Source: an optimization exercise on an open RTL-to-GDS flow (aim: a short achievable clock period and few clock cycles). Production flows keep margins and buffers that such runs may drop.
At most, simulation tests tie the RTL to the original design; equivalence was not proved.
Power figures rest on the tool's default switching activity, not on a simulated workload.

== green ==
## y86cpu
module y86cpu(
    input   wire                clk,
    input   wire                rst,
    input   wire[47:0]      rom_data_i,
    input   wire[31:0]         mem_data_i,
    output  wire                mem_read_o,
    output  wire                mem_write_o,
    output  wire[31:0]         mem_addr_o,
    output  wire[31:0]         mem_data_o,
    output  wire[31:0]         rom_addr_o,
    output  wire                halted_o
);
    reg [31:0]  F_pc;                
    reg [31:0]  N_p5;                
    reg         BR;                  
    reg [2:0]   ras_ptr;
    reg [31:0]  ras [0:7];
    reg [7:0]   ras_v;
    reg         P_call;
    reg [2:0]   P_idx;
    reg         zf, lt;              
    reg         zfp, ltp;            
    reg         halted;
    reg         redir;
    reg [2:0]   redir_ptr;
    reg [31:0]  redir_pc;
    reg         D_valid;
    reg [3:0]   D_icode, D_ifun;
    reg [3:0]   D_srcA, D_srcB, D_dstE, D_dstM;
    reg [31:0]  D_valC, D_pred;
    reg         D_unres, D_ptaken;
    reg [2:0]   D_ptr;
    reg         E_valid;
    reg [3:0]   E_icode, E_ifun, E_dstE, E_dstM;
    reg [31:0]  E_aluA, E_aluB, E_valA, E_pred;
  ...
Settings: LEC_CHECK=0, CAP_MARGIN=20, CORE_MARGIN=2, CORE_UTILIZATION=40, SETUP_SLACK_MARGIN=4.2, SLEW_MARGIN=20, SYNTH_HIERARCHICAL=1, SYNTH_MINIMUM_KEEP_SIZE=0, TNS_END_PERCENT=100; clock period 7.0 ns.
run.sh (not shown) runs the stock make flow with config.mk's settings and CLKGATE_MAP_FILE= SYNTH_SCRIPT=/design/flow/synth_recipe.tcl, a recipe that flattens the netlist after the stock synthesis.
green completed every stage of the flow, and the final layout passed the timing, design-rule and antenna checks.
Testbench counts of green, summed over its fixed seeds: cycles 57,815.
diff inputs: green => blue
-- flow/config.mk --
<<< green, line 10
export CORE_UTILIZATION = 40
export SETUP_SLACK_MARGIN = 4.2
export SLEW_MARGIN = 20
>>> blue, line 10
export CORE_UTILIZATION = 40
export SETUP_SLACK_MARGIN = 4.5
export SLEW_MARGIN = 20
Notes after the runs:
Between green and blue, the count of antenna-violating nets left after detailed routing does not differ in any meaningful way.
E_valA[12] as the destination of the critical timing path was reported by blue, and E_adrB[24] by green.
Comparing setup slack of the critical path after layout for blue and green, the bigger number came from blue.
Clock-buffer cell count, blue and green: lower on blue

---

Another version of the RTL of y86cpu (not shown whole).
For scale: ~5900 cells after synthesis, ~180 I/O pins.
clock: 7.0 ns
lec_check: 0
cap_margin: 20
core_margin: 2
core_utilization: 55
place_density: 0.72
setup_slack_margin: 3.5
slew_margin: 20
tns_end_percent: 100
Edit:
Settings changed: CORE_UTILIZATION 55 to 40, PLACE_DENSITY 0.72 to not set.
Global-route usage is lower by 13 points; count of clock-buffer cells in the layout is higher by 6; cell count is higher by 7.7%; cell area is higher by 2.5%; setup slack gets better by 0.086 ns; die area is higher by 37%; routed wire length is lower by 0.68%.
No functional check of the RTL was part of any run of this note.

---

== job 3438 ==
Another version of the RTL of y86cpu (not shown whole).
Size: roughly 5400 cells after synthesis, roughly 180 I/O pins, ~0.059 mm² of cells after synthesis.
==> flow/config.mk <==
export PLATFORM = sky130hd
export DESIGN_NAME = y86cpu
export DESIGN_NICKNAME = y86cpu
export VERILOG_FILES = /design/flow/design.v
export SDC_FILE = /design/flow/constraint.sdc
export NUM_CORES = 4
export LEC_CHECK = 0
export CAP_MARGIN = 20
export CORE_MARGIN = 2
export CORE_UTILIZATION = 40
export SETUP_SLACK_MARGIN = 4.8
export SLEW_MARGIN = 20
export SYNTH_HIERARCHICAL = 1
export SYNTH_MINIMUM_KEEP_SIZE = 0
export TNS_END_PERCENT = 100
==> flow/constraint.sdc <==
create_clock -name core_clock -period 7.0 [get_ports {clk}]
set_input_delay 1.4000 -clock core_clock [delete_from_list [all_inputs] [get_ports {clk}]]
set_output_delay 1.4000 -clock core_clock [all_outputs]
set_load 0.01 [all_outputs]
Testbench counts of job 3438, summed over its fixed seeds: cycles 56,966.
What job 1542 does differently from job 3438 at the input level:
- swapping 4.8 for 4.5 in SETUP_SLACK_MARGIN
Notes after the runs:
Job 3438 consumes more power than job 1542.
[job 1542] proportion of total power due to net switching fell 0.70 points relative to job 3438
In job 1542, the post-cts sizing count came out about 8% below the value in job 3438.
| number of global-route vias before repair | lower: job 1542 |
Final-layout clock buffer total in job 1542 is about 0.55% below job 3438.

---

Another version of the RTL of y86cpu (not shown whole).
Size: about 5900 cells after synthesis, about 180 I/O pins, roughly 0.058 mm2 of cells after synthesis.
make LEC_CHECK=0 CAP_MARGIN=20 CORE_MARGIN=2 CORE_UTILIZATION=40 SETUP_SLACK_MARGIN=3.2 SLEW_MARGIN=20 TNS_END_PERCENT=100 finish   # period 7.0 ns
Change:
SETUP_SLACK_MARGIN = 3.5   (was 3.2)
Outcome: Wire length grows slightly. Maximum frequency came out higher by a few percent. Sequential power stays flat. Core utilization came out higher by 1.2 points. Worst setup slack is better by 0.14 ns. Sequential share of layout area decreases by 0.93 points.
No functional check of the RTL was part of any run of this note.

## static timing again, ports no longer ideal
Ports are ideal in the flow. The routed layouts listed here were re-timed in OpenROAD.
Step 1 (the two cells are an assumption about what drives the block):
set clk [get_ports {clk}]
set_driving_cell -lib_cell sky130_fd_sc_hd__clkbuf_16 $clk
set_driving_cell -lib_cell sky130_fd_sc_hd__buf_2 [delete_from_list [all_inputs] $clk]
Step 2 times the ports against the registers' clock, not the clock port: input delays grow and output delays shrink by t, the midpoint of the rising clock arrivals with the driver on.
Slacks: ideal ports / drivers / drivers and shift; pairs: ideal ports / drivers.
| run | t, ns | slack for setup (ns) | slew at the worst register clock pin (ns) |
|---|---|---|---|
| green | 0.847 | 3.902 / 3.902 / 3.219 | 0.07 / 0.07 |
| blue | 0.881 | 3.918 / 3.918 / 3.407 | 0.07 / 0.07 |
| the first run of note 2 | 0.799 | 3.287 / 3.287 / 2.619 | 0.07 / 0.07 |
| the second run of note 2 | 0.845 | 3.374 / 3.317 / 2.699 | 0.08 / 0.08 |
| job 3438 | 0.881 | 3.747 / 3.747 / 3.157 | 0.07 / 0.07 |
| job 1542 | 0.878 | 3.784 / 3.784 / 3.155 | 0.07 / 0.07 |
| the first run of note 4 | 0.834 | 3.124 / 3.124 / 2.556 | 0.08 / 0.08 |
| the second run of note 4 | 0.834 | 3.263 / 3.263 / 2.732 | 0.08 / 0.08 |
After both steps setup and hold are still met in every run listed. The setup slack of green, which loses most, moves by 0.000 ns with the drivers and by -0.683 ns with both steps.
